Background: an optimization exercise with open tools, aiming at small area, a short achievable clock period and few clock cycles per item. Do not read the settings as production practice.
The RTL was checked by simulation tests, not by an equivalence proof against the original design.
Power is estimated from default activity; no workload was simulated.

==> inputs of wip/zinc <==
## JAM
module JAM (
input CLK,
input RST,
output [2:0] W,
output [2:0] J,
input [6:0] Cost,
output [3:0] MatchCount,
output [9:0] MinCost,
output Valid );
reg [6:0] cnt;
wire [5:0] q = cnt[5:0] - 6'd2;
wire run = (cnt >= 7'd2) && (cnt <= 7'd65);
wire [2:0] col = q[5:3];
wire [2:0] wk = q[2:0];
assign W = cnt[2:0];
assign J = cnt[5:3];
reg vr;
assign Valid = vr;
always @(posedge CLK or posedge RST)
  if (RST) vr <= 1'b0;
  else if (cnt == 7'd65) vr <= 1'b1;
always @(posedge CLK or posedge RST)
  if (RST) cnt <= 7'd0;
  else if (cnt != 7'd66) cnt <= cnt + 7'd1;
wire [5:0] qn = cnt[5:0] - 6'd1;
wire runn = (cnt >= 7'd1) && (cnt <= 7'd64);
wire selA = runn && !qn[3];
wire selB = runn && qn[3] && (qn[5:3] != 3'd7);
wire selZ = runn && (qn[5:3] == 3'd7);
reg [6:0] crA0;
always @(posedge CLK) crA0 <= selA ? Cost : 7'd0;
reg [6:0] crA1;
always @(posedge CLK) crA1 <= selA ? Cost : 7'h7f;
reg [6:0] crA2;
always @(posedge CLK) crA2 <= selA ? ~Cost : 7'd0;
reg [6:0] crA3;
always @(posedge CLK) crA3 <= selA ? ~Cost : 7'h7f;
reg [6:0] crB0;
always @(posedge CLK) crB0 <= selB ? Cost : 7'd0;
reg [6:0] crB1;
always @(posedge CLK) crB1 <= selB ? Cost : 7'h7f;
reg [6:0] crB2;
always @(posedge CLK) crB2 <= selB ? ~Cost : 7'd0;
reg [6:0] crB3;
always @(posedge CLK) crB3 <= selB ? ~Cost : 7'h7f;
reg [6:0] crZ;
always @(posedge CLK) crZ <= selZ ? Cost : 7'd0;
reg [7:0] act;
reg [7:0] fle;
always @(posedge CLK) act[0] <= runn && (qn[5:3] == 3'd0);
always @(posedge CLK) fle[0] <= (qn[2:0] <= 3'd0);
always @(posedge CLK) act[1] <= runn && (qn[5:3] == 3'd1);
always @(posedge CLK) fle[1] <= (qn[2:0] <= 3'd1);
always @(posedge CLK) act[2] <= runn && (qn[5:3] == 3'd2);
always @(posedge CLK) fle[2] <= (qn[2:0] <= 3'd2);
always @(posedge CLK) act[3] <= runn && (qn[5:3] == 3'd3);
always @(posedge CLK) fle[3] <= (qn[2:0] <= 3'd3);
always @(posedge CLK) act[4] <= runn && (qn[5:3] == 3'd4);
always @(posedge CLK) fle[4] <= (qn[2:0] <= 3'd4);
always @(posedge CLK) act[5] <= runn && (qn[5:3] == 3'd5);
always @(posedge CLK) fle[5] <= (qn[2:0] <= 3'd5);
always @(posedge CLK) act[6] <= runn && (qn[5:3] == 3'd6);
always @(posedge CLK) fle[6] <= (qn[2:0] <= 3'd6);
  ...
export LEC_CHECK = 0
export CAP_MARGIN = 20
export CORE_MARGIN = 2
export CORE_UTILIZATION = 40
export CTS_CLUSTER_DIAMETER = 90
export CTS_CLUSTER_SIZE = 25
export SLEW_MARGIN = 20
create_clock -name core_clock -period 12.0 [get_ports {CLK}]
standard.sh (not shown) runs the stock make flow with config.mk's settings and CLKGATE_MAP_FILE= SYNTH_SCRIPT=/design/flow/synth_recipe.tcl, a recipe that flattens the netlist after the stock synthesis.
==> flow/flow/run.sh <==
#!/bin/bash
# Standard layout, except: the timing repair steps aim 8.4 ns above the required
# slack and work on the worst 5% of the endpoints below that, and the port
# buffers are buf_4 cells.
set -euo pipefail
export SETUP_SLACK_MARGIN=8.4
export TNS_END_PERCENT=5
export BUFFER_PORTS_ARGS="-buffer_cell sky130_fd_sc_hd__buf_4"
bash standard.sh > standard.log 2>&1
==> wip/tundra: changes against wip/zinc <==
==> flow/flow/run.sh (replaced) <==
#!/bin/bash
# Standard layout, except: the timing repair steps aim 8 ns above the required
# slack and work on the worst 10% of the endpoints below that, and the port
# buffers are buf_4 cells.
set -euo pipefail
export SETUP_SLACK_MARGIN=8
export TNS_END_PERCENT=10
export BUFFER_PORTS_ARGS="-buffer_cell sky130_fd_sc_hd__buf_4"
bash standard.sh > standard.log 2>&1
==> run notes <==
In die area, wip/zinc and wip/tundra do not differ.
Of wip/zinc and wip/tundra, wip/zinc has the higher clock power (gap about 3%, measured against wip/tundra).
Of wip/tundra and wip/zinc, wip/zinc has the higher fmax (gap 0.42%, measured against wip/zinc).
Between wip/zinc and wip/tundra, the lower first-iteration DRC count is in wip/zinc (gap about 2.4%, measured against wip/tundra).
Hold slack is about the same in wip/tundra and wip/zinc.
Final cell count is about the same in wip/zinc and wip/tundra.
In combinational power, wip/tundra and wip/zinc hardly differ.
Between wip/zinc and wip/tundra, the lower routed wire length is in wip/zinc (gap about 1.4%, measured against wip/tundra).
Sequential power is about the same in wip/tundra and wip/zinc.
In wip/zinc the register-to-register slack is better than in wip/tundra, by 20 ps.
==> figures <==
item	wip/zinc	wip/tundra
Outcome	no timing/DRC/antenna violations	no timing/DRC/antenna violations
Post-detail-place hpwl	394300 um	399900 um
CP startpoint	act[4]$_DFF_P_	act[5]$_DFF_P_
Area taken by multi-input logic gates	0.06807 sq mm	0.06827 sq mm
Post-CTS setup buffer count	249	230
Arrival time at the worst endpoint	4990 ps	5050 ps
Post-Place Cells	14.43k	14.43k
PD cells	341.6 mW/mm^2	340.8 mW/mm^2
Area of all placed cells without fillers	0.1233 sq mm	0.1237 sq mm
Fraction of area in multi-input gates	0.5521	0.5520
Mean number of vias per cell	5.953	6.004
RR Startpoint	act[4]$_DFF_P_	act[5]$_DFF_P_
Switch Pwr	21.09 mW	21.26 mW
Logic gate share of total power	0.560	0.562
Layout clock buffer count	123	119
Antenna cells	25	48
Post-layout utilization of the core	0.4752	0.4767
Number of global-route vias before repair	83.86k	83.69k
Critical path's largest stage delay	430 ps	380 ps
Final setup slack of the worst path	7694 ps	7676 ps
Internal reg-to-reg setup slack	7690 ps	7680 ps
Testbench counts of wip/zinc, summed over its fixed seeds: cycles 804, jobs 12.
Testbench counts of wip/tundra, summed over its fixed seeds: cycles 804, jobs 12.

## port drivers added, routing unchanged
In the flow no input, the clock included, has a driving cell. The finished layouts below were timed again as built, in two steps.
Step 1: set_driving_cell puts a clkbuf_16 on CLK and a buf_2 on each other input, an assumption about the parent block.
Step 2 also shifts input and output timing later by t, the mid clock arrival at the registers, as if the neighbouring blocks saw the same clock.
a / b / c = no drivers / after step 1 / after step 2; a / b = the first two.
| run | shift t [ns] | slack for setup (ns) | worst setup path at the end | worst register clock-pin slew, ns |
|---|---|---|---|---|
| wip/zinc | 0.939 | 7.694 / 7.694 / 7.694 | register to register | 0.11 / 0.11 |
| wip/tundra | 0.930 | 7.676 / 7.676 / 7.676 | register to register | 0.11 / 0.11 |
After both steps setup and hold are still met in every run listed.
